This is an optimization exercise on Yosys and OpenROAD, whose aim is small area and a short achievable clock period, not a production implementation. No run shown here included a check of the RTL's function; only the layout flow was run. No activity file was given, so power comes from the tool's default toggle rates.

## flow/design.v (module list and top-level ports; edited modules follow where they fit)
// module mul8: 14 lines
// module mul16: 1105 lines
// module mul16_fa: 4 lines
// module mul16_cpa: 177 lines
// module mul16_xnor: 3 lines
module mul16(
    input clk,
    input logic[15:0] a,
    input logic[15:0] b,
    output logic[31:0] r
);
  // ...
==> flow/flow/run.sh <==
#!/bin/bash
# The standard layout (the standard.sh, standard synthesis unchanged), except that
# the port buffers are sky130_fd_sc_hd__buf_2 cells instead of the resizer's default pick
# (a clkdlybuf4s50_1 delay cell). Every input and output port still gets its buffer.
set -uo pipefail
export BUFFER_PORTS_ARGS="-buffer_cell sky130_fd_sc_hd__buf_2"
bash standard.sh > standard.log 2>&1
==> flow/standard.sh <==
#!/bin/bash
# synth_recipe.tcl (not shown) runs the flow's synth.tcl, then flattens the netlist and writes it again
# the make line also repeats each setting of config.mk as NAME=value (left out here)
make -C /OpenROAD-flow-scripts/flow DESIGN_CONFIG=/design/flow/config.mk WORK_HOME=/design/flow/orfs CLKGATE_MAP_FILE= SYNTH_SCRIPT=/design/flow/synth_recipe.tcl "${@:-finish}"
==> flow/config.mk <==
export PLATFORM = sky130hd
export DESIGN_NAME = mul16
export DESIGN_NICKNAME = mul16
export VERILOG_FILES = /design/flow/design.v
export SDC_FILE = /design/flow/constraint.sdc
export NUM_CORES = 4
export LEC_CHECK = 0
export CAP_MARGIN = 20
export CORE_MARGIN = 2
export CORE_UTILIZATION = 40
export SETUP_SLACK_MARGIN = 2.0
export SLEW_MARGIN = 20
export SYNTH_HIERARCHICAL = 1
export SYNTH_MINIMUM_KEEP_SIZE = 0
==> flow/constraint.sdc <==
create_clock -name core_clock -period 5.5 [get_ports {clk}]
set_input_delay 1.1000 -clock core_clock [delete_from_list [all_inputs] [get_ports {clk}]]
set_output_delay 1.1000 -clock core_clock [all_outputs]
set_load 0.01 [all_outputs]
==> flow_summary_export.csv, run 1 <==
group,metric,value,unit
run_status,status,"complete, no violations",
cells_and_area,clk_share,3.08,%
setup_path,cp-endpoint,"q[15]",
clocking,clkSlewWorstSetupHoldPaths,80,ps
synthesis,yosysWarningCount,7,
power,switching_share,44.2,%
drt,wl_met1,8630,µm
sta,slew_violations,0,
cells_and_area,seq_area_share,23.4,%
hold_path,hold_depth,1,
drt,dr_wl_met2,9810,µm
cells_and_area,largest_register,"q",
die,die_x,152,µm
setup_path,endpoint_kind,"register",
sta,slew_headroom,66.9,%
power,p_comb,4190,µW
sta,hold_violations,0,
setup_path,cpPeakStageDelay,590,ps
cells_and_area,fin_util,43.8,%
clocking,cts-buffers-inserted,9,
power,clkPwrFrac,10.4,%
setup_path,cp_slowest_cell,"fa_1",
cells_and_area,seq_area,2220,µm²
cells_and_area,area_growth,8.25,%
setup_path,reg2reg_setup_slack,2120,ps
clocking,ctsRootBufferMaster,"clkbuf_16",
die,tap_cells,280,
power,leakage,0.00357,µW
sta,fin_ws,2100,ps
drt,routed.top_layer,"met4",
power,combPwrFrac,67.5,%
die,ios,65,
cells_and_area,largestRegisters,"q x79, r x32",
sta,tns,0,ps
cells_and_area,layout_common_cells,"265 x nand2_1, 197 x fa_1, 111 x dfxtp_1, 64 x buf_2, 29 x ha_1",
placement,numPortBuffers,64,
setup_path,cp_max_fo,16,
setup_path,worst_setup_path_start_kind,"input port",
placement,hpwl,15100,µm
drt,drt_iter0_drc,299,
setup_path,rr_startpoint,"q[32]",
clocking,htree_levels,3,
==> module mul16_cpa, before the edit <==
module mul16_cpa(input [26:0] gi, input [26:0] pi, output [26:0] s);
    wire g0 = gi[0] | pi[0];
    wire p0 = pi[0];
    wire g1 = gi[1];
    wire p1 = pi[1];
    wire g2 = gi[2];
    wire p2 = pi[2];
    wire g3 = gi[3];
    wire p3 = pi[3];
    wire g4 = gi[4];
    wire p4 = pi[4];
    wire g5 = gi[5];
    wire p5 = pi[5];
    wire g6 = gi[6];
    wire p6 = pi[6];
    wire g7 = gi[7];
    wire p7 = pi[7];
    wire g8 = gi[8];
    wire p8 = pi[8];
    wire g9 = gi[9];
    wire p9 = pi[9];
    wire g10 = gi[10];
    wire p10 = pi[10];
    wire g11 = gi[11];
    wire p11 = pi[11];
    wire g12 = gi[12];
    wire p12 = pi[12];
    wire g13 = gi[13];
    wire p13 = pi[13];
    wire g14 = gi[14];
    wire p14 = pi[14];
    wire g15 = gi[15];
    wire p15 = pi[15];
    wire g16 = gi[16];
    wire p16 = pi[16];
    wire g17 = gi[17];
    wire p17 = pi[17];
    wire g18 = gi[18];
    wire p18 = pi[18];
    wire g19 = gi[19];
    wire p19 = pi[19];
    wire g20 = gi[20];
    wire p20 = pi[20];
    wire g21 = gi[21];
    wire p21 = pi[21];
    wire g22 = gi[22];
    wire p22 = pi[22];
    wire g23 = gi[23];
    wire p23 = pi[23];
    wire g24 = gi[24];
    wire p24 = pi[24];
    wire g25 = gi[25];
    wire p25 = pi[25];
    wire g26 = gi[26];
    wire p26 = pi[26];
    wire G1 = g1 | (p1 & g0);
    wire P1 = p1 & p0;
    wire G2 = g3 | (p3 & g2);
    wire P2 = p3 & p2;
    wire G3 = g5 | (p5 & g4);
    wire P3 = p5 & p4;
    wire G4 = g7 | (p7 & g6);
    wire P4 = p7 & p6;
    wire G5 = g9 | (p9 & g8);
    wire P5 = p9 & p8;
    wire G6 = g11 | (p11 & g10);
    wire P6 = p11 & p10;
    wire G7 = g13 | (p13 & g12);
    wire P7 = p13 & p12;
    wire G8 = g15 | (p15 & g14);
    wire P8 = p15 & p14;
    wire G9 = g17 | (p17 & g16);
    wire P9 = p17 & p16;
    wire G10 = g19 | (p19 & g18);
    wire P10 = p19 & p18;
    wire G11 = g21 | (p21 & g20);
    wire P11 = p21 & p20;
    wire G12 = g23 | (p23 & g22);
    wire P12 = p23 & p22;
    wire G13 = g25 | (p25 & g24);
    wire P13 = p25 & p24;
    wire G14 = g2 | (p2 & G1);
    wire P14 = p2 & P1;
    wire G15 = G2 | (P2 & G1);
    wire P15 = P2 & P1;
    wire G16 = g6 | (p6 & G3);
    wire P16 = p6 & P3;
    wire G17 = G4 | (P4 & G3);
    wire P17 = P4 & P3;
    wire G18 = g10 | (p10 & G5);
    wire P18 = p10 & P5;
    wire G19 = G6 | (P6 & G5);
    wire P19 = P6 & P5;
    wire G20 = g14 | (p14 & G7);
    wire P20 = p14 & P7;
    wire G21 = G8 | (P8 & G7);
    wire P21 = P8 & P7;
    wire G22 = g18 | (p18 & G9);
    wire P22 = p18 & P9;
    wire G23 = G10 | (P10 & G9);
    wire P23 = P10 & P9;
    wire G24 = g22 | (p22 & G11);
    wire P24 = p22 & P11;
    wire G25 = G12 | (P12 & G11);
    wire P25 = P12 & P11;
    wire G26 = g26 | (p26 & G13);
    wire P26 = p26 & P13;
    wire G27 = g4 | (p4 & G15);
    wire P27 = p4 & P15;
    wire G28 = G3 | (P3 & G15);
    wire P28 = P3 & P15;
    wire G29 = G16 | (P16 & G15);
    wire P29 = P16 & P15;
    wire G30 = G17 | (P17 & G15);
    wire P30 = P17 & P15;
    wire G31 = g12 | (p12 & G19);
    wire P31 = p12 & P19;
    wire G32 = G7 | (P7 & G19);
    wire P32 = P7 & P19;
    wire G33 = G20 | (P20 & G19);
    wire P33 = P20 & P19;
    wire G34 = G21 | (P21 & G19);
    wire P34 = P21 & P19;
    wire G35 = g20 | (p20 & G23);
    wire P35 = p20 & P23;
    wire G36 = G11 | (P11 & G23);
    wire P36 = P11 & P23;
    wire G37 = G24 | (P24 & G23);
    wire P37 = P24 & P23;
    wire G38 = G25 | (P25 & G23);
    wire P38 = P25 & P23;
    wire G39 = g8 | (p8 & G30);
    wire P39 = p8 & P30;
    wire G40 = G5 | (P5 & G30);
    wire P40 = P5 & P30;
    wire G41 = G18 | (P18 & G30);
    wire P41 = P18 & P30;
    wire G42 = G19 | (P19 & G30);
    wire P42 = P19 & P30;
    wire G43 = G31 | (P31 & G30);
    wire P43 = P31 & P30;
    wire G44 = G32 | (P32 & G30);
    wire P44 = P32 & P30;
    wire G45 = G33 | (P33 & G30);
    wire P45 = P33 & P30;
    wire G46 = G34 | (P34 & G30);
    wire P46 = P34 & P30;
    wire G47 = g24 | (p24 & G38);
    wire P47 = p24 & P38;
    wire G48 = G13 | (P13 & G38);
    wire P48 = P13 & P38;
    wire G49 = G26 | (P26 & G38);
    wire P49 = P26 & P38;
    wire G50 = g16 | (p16 & G46);
    wire P50 = p16 & P46;
    wire G51 = G9 | (P9 & G46);
    wire P51 = P9 & P46;
    wire G52 = G22 | (P22 & G46);
    wire P52 = P22 & P46;
    wire G53 = G23 | (P23 & G46);
    wire P53 = P23 & P46;
    wire G54 = G35 | (P35 & G46);
    wire P54 = P35 & P46;
    wire G55 = G36 | (P36 & G46);
    wire P55 = P36 & P46;
    wire G56 = G37 | (P37 & G46);
    wire P56 = P37 & P46;
    wire G57 = G38 | (P38 & G46);
    wire P57 = P38 & P46;
    wire G58 = G47 | (P47 & G46);
    wire P58 = P47 & P46;
    wire G59 = G48 | (P48 & G46);
    wire P59 = P48 & P46;
    wire G60 = G49 | (P49 & G46);
    wire P60 = P49 & P46;
    assign s = {~(p26 ^ G59), ~(p25 ^ G58), ~(p24 ^ G57), ~(p23 ^ G56), ~(p22 ^ G55), ~(p21 ^ G54), ~(p20 ^ G53), ~(p19 ^ G52), ~(p18 ^ G51), ~(p17 ^ G50), ~(p16 ^ G46), ~(p15 ^ G45), ~(p14 ^ G44), ~(p13 ^ G43), ~(p12 ^ G42), ~(p11 ^ G41), ~(p10 ^ G40), ~(p9 ^ G39), ~(p8 ^ G30), ~(p7 ^ G29), ~(p6 ^ G28), ~(p5 ^ G27), ~(p4 ^ G15), ~(p3 ^ G14), ~(p2 ^ G1), ~(p1 ^ g0), p0};
endmodule
==> run 2: changes to the inputs <==
--- a/flow/design.v
+++ b/flow/design.v
@@ -1105,28 +1105,30 @@
     assign cg[23] = xn[28] & yn[28];
     assign cp[23] = xn[28] ^ yn[28];
     assign cg[24] = xn[29] & yn[29];
     assign cp[24] = xn[29] ^ yn[29];
     assign cg[25] = xn[30] & yn[30];
     assign cp[25] = xn[30] ^ yn[30];
     assign cg[26] = xn[31] & yn[31];
     assign cp[26] = xn[31] ^ yn[31];
-    mul16_cpa ucpa (.gi(cg), .pi(cp), .s(cs));
+    mul16_cpa ucpa (.gi(cg), .pi(cp), .co(cco));
+    wire [25:0] cco;
+    assign cs = {~(cp[26] ^ cco[25]), ~(cp[25] ^ cco[24]), ~(cp[24] ^ cco[23]), ~(cp[23] ^ cco[22]), ~(cp[22] ^ cco[21]), ~(cp[21] ^ cco[20]), ~(cp[20] ^ cco[19]), ~(cp[19] ^ cco[18]), ~(cp[18] ^ cco[17]), ~(cp[17] ^ cco[16]), ~(cp[16] ^ cco[15]), ~(cp[15] ^ cco[14]), ~(cp[14] ^ cco[13]), ~(cp[13] ^ cco[12]), ~(cp[12] ^ cco[11]), ~(cp[11] ^ cco[10]), ~(cp[10] ^ cco[9]), ~(cp[9] ^ cco[8]), ~(cp[8] ^ cco[7]), ~(cp[7] ^ cco[6]), ~(cp[6] ^ cco[5]), ~(cp[5] ^ cco[4]), ~(cp[4] ^ cco[3]), ~(cp[3] ^ cco[2]), ~(cp[2] ^ cco[1]), ~(cp[1] ^ cco[0]), cp[0]};
     wire [31:0] sum = {cs, ~xn[4], ~xn[3], ~xn[2], ~xn[1], ~xn[0]};
     always_ff @(posedge clk) begin
         q <= {c362, pp15_15, c360, s361, c356, s359, c350, s355, s349, c334, s341, c332, s333, c324, s331, s323, c312, s321, s311, s309, c284, s297, s295, c282, c268, s283, s281, c266, s267, c250, s265, c248, s249, c230, c228, s247, s229, s227, c208, c186, s207, c184, s205, c182, s185, c162, s183, s161, c140, s159, s139, c120, s137, s119, c102, s117, s101, s99, c86, c72, s85, c70, s83, s71, c58, s57, c46, s45, c36, c28, s35, s33, s27, c20, s19, s11, s5, s1, pp0_0};
         r <= sum;
     end
 endmodule
 module mul16_fa(input x, input y, input z, output s, output c);
     assign s = x ^ y ^ z;
     assign c = (x & y) | (x & z) | (y & z);
 endmodule
-module mul16_cpa(input [26:0] gi, input [26:0] pi, output [26:0] s);
+module mul16_cpa(input [26:0] gi, input [26:0] pi, output [25:0] co);
     wire g0 = gi[0] | pi[0];
     wire p0 = pi[0];
     wire g1 = gi[1];
     wire p1 = pi[1];
     wire g2 = gi[2];
     wire p2 = pi[2];
     wire g3 = gi[3];
     wire p3 = pi[3];
@@ -1173,131 +1175,127 @@
     wire g24 = gi[24];
     wire p24 = pi[24];
     wire g25 = gi[25];
     wire p25 = pi[25];
     wire g26 = gi[26];
     wire p26 = pi[26];
     wire G1 = g1 | (p1 & g0);
     wire P1 = p1 & p0;
-    wire G2 = g3 | (p3 & g2);
-    wire P2 = p3 & p2;
-    wire G3 = g5 | (p5 & g4);
-    wire P3 = p5 & p4;
-    wire G4 = g7 | (p7 & g6);
-    wire P4 = p7 & p6;
-    wire G5 = g9 | (p9 & g8);
-    wire P5 = p9 & p8;
-    wire G6 = g11 | (p11 & g10);
-    wire P6 = p11 & p10;
-    wire G7 = g13 | (p13 & g12);
-    wire P7 = p13 & p12;
-    wire G8 = g15 | (p15 & g14);
-    wire P8 = p15 & p14;
-    wire G9 = g17 | (p17 & g16);
-    wire P9 = p17 & p16;
-    wire G10 = g19 | (p19 & g18);
-    wire P10 = p19 & p18;
-    wire G11 = g21 | (p21 & g20);
-    wire P11 = p21 & p20;
-    wire G12 = g23 | (p23 & g22);
-    wire P12 = p23 & p22;
-    wire G13 = g25 | (p25 & g24);
-    wire P13 = p25 & p24;
-    wire G14 = g2 | (p2 & G1);
-    wire P14 = p2 & P1;
-    wire G15 = G2 | (P2 & G1);
-    wire P15 = P2 & P1;
-    wire G16 = g6 | (p6 & G3);
-    wire P16 = p6 & P3;
-    wire G17 = G4 | (P4 & G3);
-    wire P17 = P4 & P3;
-    wire G18 = g10 | (p10 & G5);
-    wire P18 = p10 & P5;
-    wire G19 = G6 | (P6 & G5);
-    wire P19 = P6 & P5;
-    wire G20 = g14 | (p14 & G7);
-    wire P20 = p14 & P7;
-    wire G21 = G8 | (P8 & G7);
-    wire P21 = P8 & P7;
-    wire G22 = g18 | (p18 & G9);
-    wire P22 = p18 & P9;
-    wire G23 = G10 | (P10 & G9);
-    wire P23 = P10 & P9;
-    wire G24 = g22 | (p22 & G11);
-    wire P24 = p22 & P11;
-    wire G25 = G12 | (P12 & G11);
-    wire P25 = P12 & P11;
-    wire G26 = g26 | (p26 & G13);
-    wire P26 = p26 & P13;
-    wire G27 = g4 | (p4 & G15);
-    wire P27 = p4 & P15;
-    wire G28 = G3 | (P3 & G15);
-    wire P28 = P3 & P15;
-    wire G29 = G16 | (P16 & G15);
-    wire P29 = P16 & P15;
-    wire G30 = G17 | (P17 & G15);
-    wire P30 = P17 & P15;
-    wire G31 = g12 | (p12 & G19);
-    wire P31 = p12 & P19;
-    wire G32 = G7 | (P7 & G19);
-    wire P32 = P7 & P19;
-    wire G33 = G20 | (P20 & G19);
-    wire P33 = P20 & P19;
-    wire G34 = G21 | (P21 & G19);
-    wire P34 = P21 & P19;
-    wire G35 = g20 | (p20 & G23);
-    wire P35 = p20 & P23;
-    wire G36 = G11 | (P11 & G23);
-    wire P36 = P11 & P23;
-    wire G37 = G24 | (P24 & G23);
-    wire P37 = P24 & P23;
-    wire G38 = G25 | (P25 & G23);
-    wire P38 = P25 & P23;
-    wire G39 = g8 | (p8 & G30);
-    wire P39 = p8 & P30;
-    wire G40 = G5 | (P5 & G30);
-    wire P40 = P5 & P30;
-    wire G41 = G18 | (P18 & G30);
-    wire P41 = P18 & P30;
-    wire G42 = G19 | (P19 & G30);
-    wire P42 = P19 & P30;
-    wire G43 = G31 | (P31 & G30);
-    wire P43 = P31 & P30;
-    wire G44 = G32 | (P32 & G30);
-    wire P44 = P32 & P30;
-    wire G45 = G33 | (P33 & G30);
-    wire P45 = P33 & P30;
-    wire G46 = G34 | (P34 & G30);
-    wire P46 = P34 & P30;
-    wire G47 = g24 | (p24 & G38);
-    wire P47 = p24 & P38;
-    wire G48 = G13 | (P13 & G38);
-    wire P48 = P13 & P38;
-    wire G49 = G26 | (P26 & G38);
-    wire P49 = P26 & P38;
-    wire G50 = g16 | (p16 & G46);
-    wire P50 = p16 & P46;
-    wire G51 = G9 | (P9 & G46);
-    wire P51 = P9 & P46;
-    wire G52 = G22 | (P22 & G46);
-    wire P52 = P22 & P46;
-    wire G53 = G23 | (P23 & G46);
-    wire P53 = P23 & P46;
-    wire G54 = G35 | (P35 & G46);
-    wire P54 = P35 & P46;
-    wire G55 = G36 | (P36 & G46);
-    wire P55 = P36 & P46;
-    wire G56 = G37 | (P37 & G46);
-    wire P56 = P37 & P46;
-    wire G57 = G38 | (P38 & G46);
-    wire P57 = P38 & P46;
-    wire G58 = G47 | (P47 & G46);
-    wire P58 = P47 & P46;
-    wire G59 = G48 | (P48 & G46);
-    wire P59 = P48 & P46;
-    wire G60 = G49 | (P49 & G46);
-    wire P60 = P49 & P46;
-    assign s = {~(p26 ^ G59), ~(p25 ^ G58), ~(p24 ^ G57), ~(p23 ^ G56), ~(p22 ^ G55), ~(p21 ^ G54), ~(p20 ^ G53), ~(p19 ^ G52), ~(p18 ^ G51), ~(p17 ^ G50), ~(p16 ^ G46), ~(p15 ^ G45), ~(p14 ^ G44), ~(p13 ^ G43), ~(p12 ^ G42), ~(p11 ^ G41), ~(p10 ^ G40), ~(p9 ^ G39), ~(p8 ^ G30), ~(p7 ^ G29), ~(p6 ^ G28), ~(p5 ^ G27), ~(p4 ^ G15), ~(p3 ^ G14), ~(p2 ^ G1), ~(p1 ^ g0), p0};
+    wire G2 = g2 | (p2 & G1);
+    wire P2 = p2 & P1;
+    wire G3 = g4 | (p4 & g3);
+    wire P3 = p4 & p3;
+    wire G4 = g5 | (p5 & G3);
+    wire P4 = p5 & P3;
+    wire G5 = g3 | (p3 & G2);
+    wire P5 = p3 & P2;
+    wire G6 = G3 | (P3 & G2);
+    wire P6 = P3 & P2;
+    wire G7 = G4 | (P4 & G2);
+    wire P7 = P4 & P2;
+    wire G8 = g6 | (p6 & G7);
+    wire P8 = p6 & P7;
+    wire G9 = g8 | (p8 & g7);
+    wire P9 = p8 & p7;
+    wire G10 = g7 | (p7 & G8);
+    wire P10 = p7 & P8;
+    wire G11 = G9 | (P9 & G8);
+    wire P11 = P9 & P8;
+    wire G12 = g10 | (p10 & g9);
+    wire P12 = p10 & p9;
+    wire G13 = g11 | (p11 & G12);
+    wire P13 = p11 & P12;
+    wire G14 = g9 | (p9 & G11);
+    wire P14 = p9 & P11;
+    wire G15 = G12 | (P12 & G11);
+    wire P15 = P12 & P11;
+    wire G16 = G13 | (P13 & G11);
+    wire P16 = P13 & P11;
+    wire G17 = g12 | (p12 & G16);
+    wire P17 = p12 & P16;
+    wire G18 = g15 | (p15 & g14);
+    wire P18 = p15 & p14;
+    wire G19 = g18 | (p18 & g17);
+    wire P19 = p18 & p17;
+    wire G20 = g17 | (p17 & g16);
+    wire P20 = p17 & p16;
+    wire G21 = G19 | (P19 & g16);
+    wire P21 = P19 & p16;
+    wire G22 = g16 | (p16 & G18);
+    wire P22 = p16 & P18;
+    wire G23 = G20 | (P20 & G18);
+    wire P23 = P20 & P18;
+    wire G24 = G21 | (P21 & G18);
+    wire P24 = P21 & P18;
+    wire G25 = g14 | (p14 & g13);
+    wire P25 = p14 & p13;
+    wire G26 = G18 | (P18 & g13);
+    wire P26 = P18 & p13;
+    wire G27 = G22 | (P22 & g13);
+    wire P27 = P22 & p13;
+    wire G28 = G23 | (P23 & g13);
+    wire P28 = P23 & p13;
+    wire G29 = G24 | (P24 & g13);
+    wire P29 = P24 & p13;
+    wire G30 = g20 | (p20 & g19);
+    wire P30 = p20 & p19;
+    wire G31 = g21 | (p21 & G30);
+    wire P31 = p21 & P30;
+    wire G32 = g22 | (p22 & G31);
+    wire P32 = p22 & P31;
+    wire G33 = g23 | (p23 & G32);
+    wire P33 = p23 & P32;
+    wire G34 = g24 | (p24 & G33);
+    wire P34 = p24 & P33;
+    wire G35 = g25 | (p25 & G34);
+    wire P35 = p25 & P34;
+    wire G36 = g26 | (p26 & G35);
+    wire P36 = p26 & P35;
+    wire G37 = g19 | (p19 & G29);
+    wire P37 = p19 & P29;
+    wire G38 = G30 | (P30 & G29);
+    wire P38 = P30 & P29;
+    wire G39 = G31 | (P31 & G29);
+    wire P39 = P31 & P29;
+    wire G40 = G32 | (P32 & G29);
+    wire P40 = P32 & P29;
+    wire G41 = G33 | (P33 & G29);
+    wire P41 = P33 & P29;
+    wire G42 = G34 | (P34 & G29);
+    wire P42 = P34 & P29;
+    wire G43 = G35 | (P35 & G29);
+    wire P43 = P35 & P29;
+    wire G44 = G36 | (P36 & G29);
+    wire P44 = P36 & P29;
+    wire G45 = g13 | (p13 & G17);
+    wire P45 = p13 & P17;
+    wire G46 = G25 | (P25 & G17);
+    wire P46 = P25 & P17;
+    wire G47 = G26 | (P26 & G17);
+    wire P47 = P26 & P17;
+    wire G48 = G27 | (P27 & G17);
+    wire P48 = P27 & P17;
+    wire G49 = G28 | (P28 & G17);
+    wire P49 = P28 & P17;
+    wire G50 = G29 | (P29 & G17);
+    wire P50 = P29 & P17;
+    wire G51 = G37 | (P37 & G17);
+    wire P51 = P37 & P17;
+    wire G52 = G38 | (P38 & G17);
+    wire P52 = P38 & P17;
+    wire G53 = G39 | (P39 & G17);
+    wire P53 = P39 & P17;
+    wire G54 = G40 | (P40 & G17);
+    wire P54 = P40 & P17;
+    wire G55 = G41 | (P41 & G17);
+    wire P55 = P41 & P17;
+    wire G56 = G42 | (P42 & G17);
+    wire P56 = P42 & P17;
+    wire G57 = G43 | (P43 & G17);
+    wire P57 = P43 & P17;
+    wire G58 = G44 | (P44 & G17);
+    wire P58 = P44 & P17;
+    assign co = {G57, G56, G55, G54, G53, G52, G51, G50, G49, G48, G47, G46, G45, G17, G16, G15, G14, G11, G10, G8, G7, G6, G5, G2, G1, g0};
 endmodule
 module mul16_xnor(input x, input y, output s);
     assign s = ~(x ^ y);
 endmodule
==> flow/config.mk (replaced) <==
export PLATFORM = sky130hd
export DESIGN_NAME = mul16
export DESIGN_NICKNAME = mul16
export VERILOG_FILES = /design/flow/design.v
export SDC_FILE = /design/flow/constraint.sdc
export NUM_CORES = 4
export LEC_CHECK = 0
export CAP_MARGIN = 20
export CORE_MARGIN = 2
export CORE_UTILIZATION = 40
export CTS_BUF_LIST = sky130_fd_sc_hd__clkbuf_8
export CTS_CLUSTER_SIZE = 12
export SETUP_SLACK_MARGIN = 2.2
export SLEW_MARGIN = 20
export SYNTH_HIERARCHICAL = 1
export SYNTH_MINIMUM_KEEP_SIZE = 0
==> run 2 against run 1 <==
- still clean on timing, DRC and antenna
- first-iteration DRC count increased by 15%
- design area increased by 1.5%
- non-clock buffer count increased by 1
- sequential power about the same
- critical path type unchanged
- largest cell class unchanged
==> flow_summary_export.csv, run 2 <==
group,metric,value,unit
global_routing,grt_max_degree,18,
sta,fmax,308,MHz
sta,tightest_slew,460,ps
drt,antenna_left,0,
setup_path,critPathKind,"in -> reg",
clocking,htree_levels,3,
drt,drt_iter0_drc,344,
global_routing,antenna_found_initial,0,
clocking,cts-buffers-inserted,9,
placement,numPortBuffers,64,
power,clkPwrFrac,8.1,%
placement,hpwl,15400,µm
cells_and_area,largest_register,"q",
cells_and_area,drive_gt1_share,20.5,%
sta,hold_violations,0,
drt,wirelength,20400,µm
sta,finalCritPeriodShare,59.0,%
sta,holdWs,365,ps
clocking,clkSlewWorstSetupHoldPaths,100,ps
setup_path,cp_slowest_cell,"fa_1",
drt,via_per_inst,5.12,
setup_path,cpMostUsedCell,"fa_1",
global_routing,grt_pass1_wl,33200,µm
setup_path,path_delay_family,"adder cells",
setup_path,cp_data_arrival_time,3510,ps
synthesis,syn-num-nets,1089,
power,combPwrFrac,70.6,%
drt,drc,0,
cells_and_area,area_growth,6.87,%
die,die-area,23700,µm²
clocking,tritoncts,"yes",
setup_path,crit_required,5770,ps
synthesis,syn-cell-area,9000,µm²
hold_path,min_path_type,"reg -> reg",
power,seqPwrFrac,21.3,%
cells_and_area,layout_commonest_cell,"nand2_1",
sta,slew_headroom,69.2,%
die,initial_utilization,41.0,%
power,p_int,3640,µW
setup_path,path_buf_inv,1,
die,ios,65,
setup_path,worst_setup_path_start_kind,"input port",
synthesis,yosysWarningCount,7,
setup_path,cpPeakStageDelay,550,ps
clocking,ctsRootBufferMaster,"clkbuf_8",
global_routing,first_global_vias,6159,
sta,period_needed,3250,ps
die,die_y,154,µm
power,p_sw,2820,µW
clocking,clockBufferDepth,2,
synthesis,syn_inst,831,
sta,tns,0,ps
power,power_density,672,nW/µm²
sta,setup_violations,0,
clocking,cts.sinks,111,
die,die_x,154,µm
sta,slew_violations,0,
power,switching_share,43.6,%
power,leakage,0.00352,µW
drt,drt-wirelength-per-cell,18.5,µm
cells_and_area,largest_register_ffs,79,
die,core_area,22000,µm²
sta,finClkSkew,9.15,ps
placement,routabilityCongestion,0.894,
setup_path,endpoint_kind,"register",
power,ir_drop,0.351,mV
cells_and_area,layout_common_cells,"253 x nand2_1, 147 x fa_1, 111 x dfxtp_1, 58 x buf_2, 52 x fa_2",
die,num_rows,54,
run_status,status,"complete, no violations",
global_routing,overflow,0,
synthesis,avgSynthCellArea,10.8,µm²
cells_and_area,largestRegisters,"q x79, r x32",
sta,rsz0062_at_grt,"true",
setup_path,path_cells,"buf_2 > nand2_1 > fa_1 > fa_2 > fa_1 > fa_1",
clocking,clk_latency,390,ps
setup_path,cp_max_fo,17,
cells_and_area,fin_nets,1076,
drt,vias,5646,
job,cap_violations,0,
drt,firstDrtPassIters,5,
global_routing,grt_usage,18.2,%
cells_and_area,antenna_cells,0,
[run 2: final timing paths]
check	startpoint	to	slack, ps	depth (start not counted)
setup / recovery	a[0]	q[31]	2250	6
setup reg to reg	q[33]	r[30]	2310	10
hold reg to reg	q[2]	r[2]	370	1
hold / removal	q[2]	r[2]	370	1
[run 2: layer usage]
layer / track usage, % / wire [µm]
met5: 0 / 0
met4: 4.85 / 376
met3: 3.75 / 1530
met2: 28.6 / 9160
met1: 25.9 / 9390
[run 2: what timing repair did]
action	4_1_cts	5_1_grt
setup endpoints to repair	3	7
pin swaps	1	4
setup buffers	0	2
resized for setup	2	11
cloned	0	0
hold buffers	0	0
[run 2: cell type report]
class	instances	area [µm²]
Inverter	8	30.0
Sequential cell	111	2220
Tap cell	280	350
Clock inverter	5	56.3
Multi-Input combinational cell	622	6460
Fill cell	2045	12300
Clock buffer	11	151
Timing Repair Buffer	66	350
[run 2: power groups by stage]
stage	clock network, µW	logic, µW	registers (µW)
floorplan	0	4200	1430
global placement	0	4400	1400
detailed placement	0	4480	1400
CTS	547	4530	1380
global route	575	5170	1410
finish	525	4570	1370
[run 2: stage by stage]
stage	instances	utilization, %	instance area [µm²]	setup WS [ps]	power, µW
finish	1103	43.8	9620	2250	6470
global route	1103	43.8	9620	2200	7160
CTS	1101	43.6	9570	2160	6460
detailed placement	1085	42.5	9340	1840	5890
global placement	1085	42.5	9340	1850	5800
floorplan	831	-	9630	2140	5630
==> run 3: changes to the inputs <==
--- a/flow/config.mk
+++ b/flow/config.mk
@@ -12,3 +12,3 @@
 export CTS_CLUSTER_SIZE = 12
-export SETUP_SLACK_MARGIN = 2.2
+export SETUP_SLACK_MARGIN = 2.0
 export SLEW_MARGIN = 20
==> run 3 against run 2 <==
- synthesized cell count unchanged
- non-clock buffer count down 2
- die area unchanged
- first-iteration DRC count up 27%
- combinational power down 4%
- largest power group unchanged
- core utilization down 1.2 points
- cell count down 0.18%
- count of clock-buffer cells in the layout down 1
- clock power down 13%
==> flow_summary_export.csv, run 3 <==
group,metric,value,unit
run_status,status,"complete, no violations",
sta,slew_headroom,70.7,%
global_routing,first_global_vias,6105,
hold_path,hold_depth,1,
cells_and_area,final_cell_area,9360,µm²
sta,tns,0,ps
global_routing,antenna_found_initial,0,
die,die_y,154,µm
clocking,cts_resized,0,
job,cap_violations,0,
placement,numPortBuffers,64,
setup_path,critPathKind,"reg -> reg",
sta,tightest_slew,437,ps
synthesis,avgSynthCellArea,10.8,µm²
cells_and_area,drive_gt1_share,12.3,%
synthesis,syn-num-nets,1089,
sta,finClkSkew,5.83,ps
clocking,post_cts_buffers,0,
synthesis,yosysWarningCount,7,
cells_and_area,layout_common_cells,"264 x nand2_1, 199 x fa_1, 111 x dfxtp_1, 64 x buf_2, 40 x xnor2_1",
sta,fmax,299,MHz
cells_and_area,largest_register,"q",
cells_and_area,nFillCells,2102,
drt,vias,5626,
power,leakage,0.00348,µW
synthesis,syn-cell-area,9000,µm²
cells_and_area,layout_commonest_cell,"nand2_1",
sta,setup_violations,0,
setup_path,rr_startpoint,"q[33]",
setup_path,endpoint_kind,"register",
drt,wirelength,19700,µm
clocking,tritoncts,"yes",
power,ir_drop,0.401,mV
drt,drc,0,
hold_path,min_path_type,"reg -> reg",
cells_and_area,antenna_cells,0,
drt,drt_iter0_drc,438,
sta,hold_violations,0,
global_routing,grt_pass1_wl,32400,µm
die,num_rows,54,
hold_path,hp-start,"q[3]",
die,core_area,22000,µm²
global_routing,overflow,0,
cells_and_area,fin_nets,1074,
clocking,ctsRootBufferMaster,"clkbuf_8",
setup_path,cp_max_fo,6,
die,initial_utilization,41.0,%
setup_path,reg2reg_setup_slack,2160,ps
clocking,cts-buffers-inserted,9,
synthesis,syn_inst,831,
cells_and_area,area_growth,4.00,%
cells_and_area,largestRegisters,"q x79, r x32",
drt,firstDrtPassIters,5,
clocking,cts_hold_buf,0,
setup_path,cp_data_arrival_time,3630,ps
drt,via_per_inst,5.11,
setup_path,r2r_cells,10,
clocking,cts.sinks,111,
setup_path,crit_required,5780,ps
die,ios,65,
cells_and_area,largest_register_ffs,79,
die,die_x,154,µm
power,power_density,667,nW/µm²
sta,slew_violations,0,
clocking,htree_levels,3,
hold_path,whs_endpoint,"r[3]",
clocking,clkSlewWorstSetupHoldPaths,100,ps
clocking,clk_latency,390,ps
sta,finalCritPeriodShare,60.8,%
drt,antenna_left,0,
drt,drt-wirelength-per-cell,17.9,µm
sta,period_needed,3340,ps
sta,rsz0062_at_grt,"false",
setup_path,worst_setup_path_start_kind,"register",
clocking,clockBufferDepth,2,
global_routing,grt_max_degree,18,
placement,routabilityCongestion,0.866,
setup_path,worstReg2RegEnd,"r[30]",
global_routing,grt_usage,17.7,%
die,die-area,23700,µm²
placement,place_area,9180,µm²
placement,hpwl,14800,µm
-- run 3: changes by cell type in the layout (fill, tap and decap cells not counted), moves of 2 or more --
cell,previous run,this run
nand2_1,253,264
clkinv_2,1,3
fa_2,52,0
clkbuf_4,6,0
buf_4,2,0
nand2_2,10,0
buf_2,58,64
fa_1,147,199
-- run 3: where the power goes --
group | switching, µW | internal, µW | total, µW
Clock | 279 | 175 | 455
Combinational | 2320 | 2090 | 4410
Sequential | 146 | 1230 | 1380
Total | 2740 | 3500 | 6240
-- run 3: area by class of cell --
type | instances | area (µm²) | area share, %
Clock inverter | 6 | 35.0 | 0.374
Clock buffer | 10 | 138 | 1.47
Sequential cell | 111 | 2220 | 23.7
Multi-Input combinational cell | 622 | 6270 | 66.9
Tap cell | 280 | 350 | 3.74
Inverter | 8 | 30.0 | 0.321
Timing Repair Buffer | 64 | 320 | 3.42
-- run 3: metrics by stage --
| stage | hold WS (ps) | total power (µW) | setup WS [ps] | utilization, % | cells |
|---|---|---|---|---|---|
| after CTS | 366 | 6340 | 2080 | 42.6 | 1101 |
| after global placement | 340 | 5780 | 1780 | 41.8 | 1085 |
| final | 363 | 6240 | 2160 | 42.6 | 1101 |
| after detailed placement | 341 | 5850 | 1770 | 41.8 | 1085 |
| after global routing | 368 | 6910 | 2010 | 42.6 | 1101 |
| after floorplan | 338 | 5580 | 1980 | - | 831 |
-- run 3: critical path, cell delays in order, from the launching register on --
cell and delay [ps]:
dfxtp_1 330, fa_1 450, fa_1 440, fa_1 420
ha_1 240, a211o_1 300, a21oi_4 160, o21ai_2 150
a221oi_2 420, a31oi_1 180, xnor2_1 150
-- run 3: layer usage --
metal | vias to the layer above | part of all wire (%) | global-route usage (%) | wire, µm
met5 | - | 0 | 0 | 0
met4 | 0 | 1.5 | 4.85 | 294
met3 | 23 | 7.0 | 3.92 | 1370
met2 | 210 | 46 | 28.2 | 9110
met1 | 2910 | 45 | 24.6 | 8910
li1 | 2483 | - | - | -
-- run 3: worst max-delay path by stage --
| stage | start | endpoint | slack (ps) | cells after the start |
|---|---|---|---|---|
| 6_report | q[33] | r[30] | 2160 | 10 |
| 5_1_grt | q[33] | r[31] | 2010 | 9 |
| 2_1_floorplan | b[13] | q[34] | 1980 | 7 |
| 3_5_place_dp | a[1] | q[15] | 1770 | 6 |
| 3_3_place_gp | a[1] | q[15] | 1780 | 6 |
| 4_1_cts | q[33] | r[31] | 2080 | 9 |
==> run 4: changes to the inputs <==
==> flow/flow/run.sh (replaced) <==
#!/bin/bash
set -uo pipefail
here=$(pwd)
export PRE_GLOBAL_PLACE_TCL="$here/flow/inbuf.tcl"
export BUFFER_PORTS_ARGS="-outputs -buffer_cell sky130_fd_sc_hd__buf_1"
bash standard.sh > standard.log 2>&1
==> flow/flow/inbuf.tcl (new file) <==
# Sourced by ORFS's global_place.tcl just before its buffer_ports call (which then buffers
# the outputs only): buffer the input ports with buf_4 cells.
buffer_ports -inputs -buffer_cell sky130_fd_sc_hd__buf_4
==> run 4 against run 3 <==
- highest routed layer unchanged
- critical path type unchanged
- sequential cell count unchanged
- hold slack improved by 8.1 ps
- first-iteration DRC count fell by 13%
- still clean on timing, DRC and antenna
- die area stayed put
- critical endpoint unchanged
- count of clock-buffer cells in the layout is the same
- combinational power shrank 1%
- global-route usage up 0.37 points
==> flow_summary_export.csv, run 4 <==
group,metric,value,unit
run_status,status,"complete, no violations",
setup_path,cp_data_arrival_time,3580,ps
die,num_rows,54,
setup_path,cpPeakStageDelay,450,ps
sta,slew_violations,0,
placement,routabilityCongestion,0.850,
placement,hpwl,14900,µm
setup_path,cp_max_fo,6,
die,ios,65,
drt,drt_iter0_drc,380,
sta,tns,0,ps
global_routing,grt_usage,18.1,%
sta,finClkSkew,13.8,ps
setup_path,path_buf_inv,0,
setup_path,crit_required,5790,ps
synthesis,syn_inst,831,
job,cap_violations,0,
sta,tightest_slew,497,ps
drt,via_per_inst,5.13,
cells_and_area,largest_register,"q",
setup_path,path_cells,"fa_1 > fa_1 > fa_1 > ha_1 > a211o_1 > a21oi_4 > o21ai_2 > a221oi_2 > a31oi_1 > xnor2_1",
cells_and_area,fin_nets,1042,
clocking,ctsRootBufferMaster,"clkbuf_8",
sta,rsz0062_at_grt,"false",
cells_and_area,largestRegisters,"q x79, r x32",
hold_path,min_path_type,"reg -> reg",
die,die_y,154,µm
global_routing,overflow,0,
sta,setup_violations,0,
cells_and_area,area_growth,2.09,%
power,leakage,0.00328,µW
sta,slew_headroom,66.8,%
die,die-area,23700,µm²
die,initial_utilization,41.0,%
setup_path,endpoint_kind,"register",
global_routing,antenna_found_initial,0,
drt,antenna_left,0,
drt,firstDrtPassIters,5,
global_routing,grt_max_degree,19,
cells_and_area,layout_common_cells,"264 x nand2_1, 199 x fa_1, 111 x dfxtp_1, 40 x xnor2_1, 32 x buf_1",
sta,holdWs,372,ps
drt,vias,5486,
power,ir_drop,0.354,mV
clocking,clk_latency,390,ps
setup_path,cp_slowest_cell,"fa_1",
clocking,cts-buffers-inserted,9,
clocking,tritoncts,"yes",
sta,fmax,304,MHz
die,die_x,154,µm
global_routing,grt_pass1_wl,32900,µm
synthesis,syn-cell-area,9000,µm²
cells_and_area,layout_commonest_cell,"nand2_1",
die,core_area,22000,µm²
cells_and_area,nFillCells,2085,
placement,place_area,8980,µm²
drt,drt-wirelength-per-cell,18.6,µm
cells_and_area,antenna_cells,0,
clocking,htree_levels,3,
drt,wirelength,19900,µm
drt,drc,0,
cells_and_area,largest_register_ffs,79,
clocking,cts.sinks,111,
global_routing,first_global_vias,5971,
sta,finalCritPeriodShare,59.9,%
setup_path,cpMostUsedCell,"fa_1",
cells_and_area,drive_gt1_share,4.56,%
clocking,post_cts_buffers,0,
clocking,cts_resized,0,
power,fin_total_pwr,6240,µW
setup_path,critPathKind,"reg -> reg",
clocking,clkSlewWorstSetupHoldPaths,110,ps
setup_path,path_delay_family,"adder cells",
sta,hold_violations,0,
setup_path,reg2reg_setup_slack,2210,ps
clocking,cts_hold_buf,0,
power,power_density,679,nW/µm²
placement,numPortBuffers,32,
cells_and_area,final_cell_area,9190,µm²
synthesis,syn-num-nets,1089,
synthesis,yosysWarningCount,7,
sta,period_needed,3290,ps
setup_path,worst_setup_path_start_kind,"register",
synthesis,avgSynthCellArea,10.8,µm²
clocking,clockBufferDepth,2,
-- run 4: worst register-to-register path, cell delays in order (launching register included) --
cell,delay [ps]
dfxtp_1,330
fa_1,450
fa_1,440
fa_1,410
ha_1,240
a211o_1,300
a21oi_4,170
o21ai_2,160
a221oi_2,390
a31oi_1,160
xnor2_1,150
-- run 4: layer usage --
layer	share of wire [%]	GRT usage, %	wire length [µm]	vias to the layer above
li1	-	-	-	2427
met1	43	24.3	8550	2808
met2	46	28.5	9050	228
met3	10	6.09	2040	23
met4	1.1	4.05	228	0
met5	0	0	0	-
-- run 4: final timing paths --
kind / start / end / cells after the start
hold reg to reg: q[0] / r[0] / 1
setup reg to reg: q[33] / r[30] / 10
setup / recovery: q[33] / r[30] / 10
hold / removal: q[0] / r[0] / 1
-- run 4: per-stage QoR --
step | utilization (%) | cells | worst slack [ps]
after floorplan | - | 831 | 1980
after detailed placement | 40.9 | 1053 | 2110
final | 41.8 | 1069 | 2210
after global routing | 41.8 | 1069 | 2050
after CTS | 41.8 | 1069 | 2180
after global placement | 40.9 | 1053 | 2160
-- run 4: layout make-up --
| class | count | area [µm²] | area share [%] |
|---|---|---|---|
| Multi-Input combinational cell | 622 | 6260 | 68.1 |
| Sequential cell | 111 | 2220 | 24.2 |
| Tap cell | 280 | 350 | 3.81 |
| Clock buffer | 10 | 138 | 1.50 |
| Timing Repair Buffer | 32 | 120 | 1.31 |
| Clock inverter | 6 | 68.8 | 0.749 |
| Inverter | 8 | 30.0 | 0.327 |
-- run 4: power by group --
part	leakage (µW)	total, µW	internal [µW]	switching [µW]
combinational	0.00224	4360	2060	2290
clock	0.000108	508	226	283
sequential	0.000933	1380	1230	145
total	0.00328	6240	3520	2720
==> run 5: changes to the inputs <==
==> flow/flow/run.sh (replaced) <==
#!/bin/bash
set -uo pipefail
here=$(pwd)
export BUFFER_PORTS_ARGS="-buffer_cell sky130_fd_sc_hd__buf_4"
export PRE_RESIZE_TCL="$here/flow/outbuf.tcl"
bash standard.sh > standard.log 2>&1
==> flow/flow/outbuf.tcl (new file) <==
# Sourced by ORFS's resize.tcl before repair_design: the buffer that buffer_ports put on
# each output port becomes a sky130_fd_sc_hd__buf_1.
set n 0
foreach port [get_ports -filter "direction==output"] {
  set net [get_nets [get_full_name $port]]
  foreach pin [get_pins -of_objects $net -filter "direction==output"] {
    set inst [get_cells -of_objects $pin]
    if {[get_property $inst ref_name] eq "sky130_fd_sc_hd__buf_4"} {
      replace_cell $inst sky130_fd_sc_hd__buf_1
      incr n
    }
  }
}
puts "outbuf.tcl: $n output buffers made buf_1"
removed: flow/flow/inbuf.tcl
==> run 5 against run 4 <==
- cell count rose by 3.0%
- hold slack got worse by 4.9 ps
- critical path depth unchanged
- combinational power about the same
- non-clock buffer count grew 32
- setup slack got worse by 82 ps
- largest power group unchanged
==> flow_summary_export.csv, run 5 <==
group,metric,value,unit
power,seqPwrFrac,22.0,%
hold_path,min_path_type,"reg -> reg",
clocking,cts_hold_buf,0,
setup_path,cp-endpoint,"r[30]",
die,ios,65,
drt,drt_iter0_drc,354,
setup_path,rr_startpoint,"q[34]",
cells_and_area,layout_commonest_cell,"nand2_1",
die,num_rows,54,
power,power_density,664,nW/µm²
setup_path,cp_data_arrival_time,3680,ps
global_routing,grt_usage,18.0,%
die,die-area,23700,µm²
clocking,clockBufferDepth,2,
sta,setup_violations,0,
clocking,htree_levels,3,
power,leakage,0.00342,µW
cells_and_area,antenna_cells,0,
power,clkPwrFrac,7.9,%
sta,hold_violations,0,
sta,fmax,296,MHz
setup_path,critPathKind,"reg -> reg",
setup_path,worst_setup_path_start_kind,"register",
cells_and_area,fin_nets,1074,
setup_path,r2r_cells,10,
setup_path,cp_max_fo,6,
cells_and_area,largest_register,"q",
power,switching_share,44.3,%
drt,via_per_inst,5.12,
die,core_area,22000,µm²
die,initial_utilization,41.0,%
placement,routabilityCongestion,0.842,
synthesis,syn_inst,831,
setup_path,crit_required,5800,ps
drt,antenna_left,0,
die,die_x,154,µm
drt,firstDrtPassIters,6,
setup_path,endpoint_kind,"register",
sta,slew_violations,0,
global_routing,grt_pass1_wl,33000,µm
setup_path,startpoint,"q[34]",
placement,dp_worst_setup_slack,1930,ps
power,ir_drop,0.351,mV
global_routing,overflow,0,
cells_and_area,layout_common_cells,"264 x nand2_1, 199 x fa_1, 111 x dfxtp_1, 40 x xnor2_1",
cells_and_area,drive_gt1_share,8.53,%
sta,finalCritPeriodShare,61.4,%
power,p_sw,2770,µW
clocking,ctsRootBufferMaster,"clkbuf_8",
job,cap_violations,0,
clocking,cts.sinks,111,
synthesis,yosysWarningCount,7,
sta,slew_headroom,71.0,%
clocking,clkSlewWorstSetupHoldPaths,120,ps
cells_and_area,largestRegisters,"q x79, r x32",
cells_and_area,area_growth,4.66,%
synthesis,avgSynthCellArea,10.8,µm²
sta,tightest_slew,435,ps
global_routing,antenna_found_initial,0,
global_routing,grt_max_degree,20,
placement,hpwl,15100,µm
synthesis,syn-cell-area,9000,µm²
cells_and_area,largest_register_ffs,79,
setup_path,reg2reg_setup_slack,2120,ps
clocking,cts-buffers-inserted,9,
drt,vias,5641,
sta,tns,0,ps
drt,wirelength,19800,µm
placement,numPortBuffers,64,
sta,rsz0062_at_grt,"false",
setup_path,worstReg2RegEnd,"r[30]",
global_routing,first_global_vias,6137,
clocking,clk_latency,400,ps
drt,drc,0,
sta,finClkSkew,15.6,ps
sta,fin_ws,2120,ps
drt,drt-wirelength-per-cell,17.9,µm
synthesis,syn-num-nets,1089,
run_status,status,"complete, no violations",
die,die_y,154,µm
sta,period_needed,3380,ps
clocking,tritoncts,"yes",
power,combPwrFrac,70.2,%
power,p_int,3490,µW
==> run 5: per-layer routing <==
metal,wire length (µm),share of wire (%),global-route usage (%),up-vias
li1,-,-,-,2486
met1,8920,45,25.5,2938
met2,8900,45,27.1,199
met3,1650,8.3,5.36,18
met4,288,1.5,4.85,0
met5,0,0,0,-
==> run 5: critical path, stage by stage, from the launching register on <==
cell,delay (ps)
dfxtp_1,350
fa_1,420
fa_1,440
fa_1,430
ha_1,240
a211o_1,290
a21oi_4,170
o21ai_2,150
a221oi_2,440
a31oi_1,180
xnor2_1,150
==> run 5: power groups by stage <==
stage	sequential (µW)	combinational [µW]	clock (µW)
finish	1380	4390	491
global route	1420	5020	542
detailed placement	1410	4440	0
floorplan	1430	4150	0
global placement	1410	4440	0
CTS	1380	4460	519
==> run 5: final cells by class <==
cell class / count / area [µm²]
Fill cell: 2082 / 12500
Multi-Input combinational cell: 622 / 6270
Sequential cell: 111 / 2220
Timing Repair Buffer: 64 / 360
Tap cell: 280 / 350
Clock buffer: 10 / 138
Clock inverter: 6 / 53.8
Inverter: 8 / 30.0
==> run 5: per-stage QoR <==
| step | total power (µW) | utilization (%) | hold slack, ps | std cells | instance area, µm² |
|---|---|---|---|---|---|
| 4_1_cts | 6360 | 42.9 | 368 | 1101 | 9410 |
| 3_3_place_gp | 5850 | 42.5 | 343 | 1085 | 9340 |
| 5_1_grt | 6980 | 42.9 | 388 | 1101 | 9420 |
| 6_report | 6260 | 42.9 | 367 | 1101 | 9420 |
| 2_1_floorplan | 5580 | - | 338 | 831 | 9100 |
| 3_5_place_dp | 5840 | 42.0 | 343 | 1085 | 9220 |
==> run 5: timing repair <==
action                                  CTS  global route
gates resized for setup                   0             1
endpoints found under the setup margin    0             2
buffers inserted                          0             0
==> run 5: worst min-delay path by stage <==
stage	to	depth (start not counted)	startpoint	slack, ps
after floorplan	r[0]	1	q[0]	340
after global placement	r[3]	1	q[3]	340
after detailed placement	r[4]	1	q[4]	340
after CTS	r[4]	1	q[4]	370
after global routing	r[3]	1	q[3]	390
final	r[4]	1	q[4]	370

[separate check: timing with driven ports]
The results above use ideal ports. As a check the final layouts listed here were re-extracted and re-timed, cells and wires unchanged. Step 1: set_driving_cell puts a clkbuf_16 on clk and a buf_2 on each other input, an assumption about the parent block. Step 2 moves the port delays by t, midway between the first and last clock arrival at a register: inputs arrive t later, outputs are due t later. That takes back most of the time a late clock gives input paths. Three values: no drivers, after step 1, after step 2; two values: the first two.
| run | t, ns | setup WS [ns] | worst setup path at the end | slew at the worst register clock pin (ns) | pins driven straight from the clock port |
|---|---|---|---|---|---|
| run 1 | 0.402 | 2.099 / 2.115 / 1.713 | input to register | 0.08 / 0.08 | 1 |
| run 2 | 0.424 | 2.254 / 2.275 / 1.851 | input to register | 0.11 / 0.11 | 1 |
| run 3 | 0.428 | 2.156 / 2.156 / 1.784 | input to register | 0.10 / 0.10 | 1 |
| run 4 | 0.423 | 2.206 / 2.183 / 1.759 | input to register | 0.11 / 0.11 | 1 |
| run 5 | 0.437 | 2.125 / 2.124 / 1.913 | input to register | 0.12 / 0.12 | 1 |
After both steps setup and hold are still met in every run listed. For run 4, which loses most, drivers alone change the setup slack by -0.023 ns; drivers and shift together by -0.447 ns.
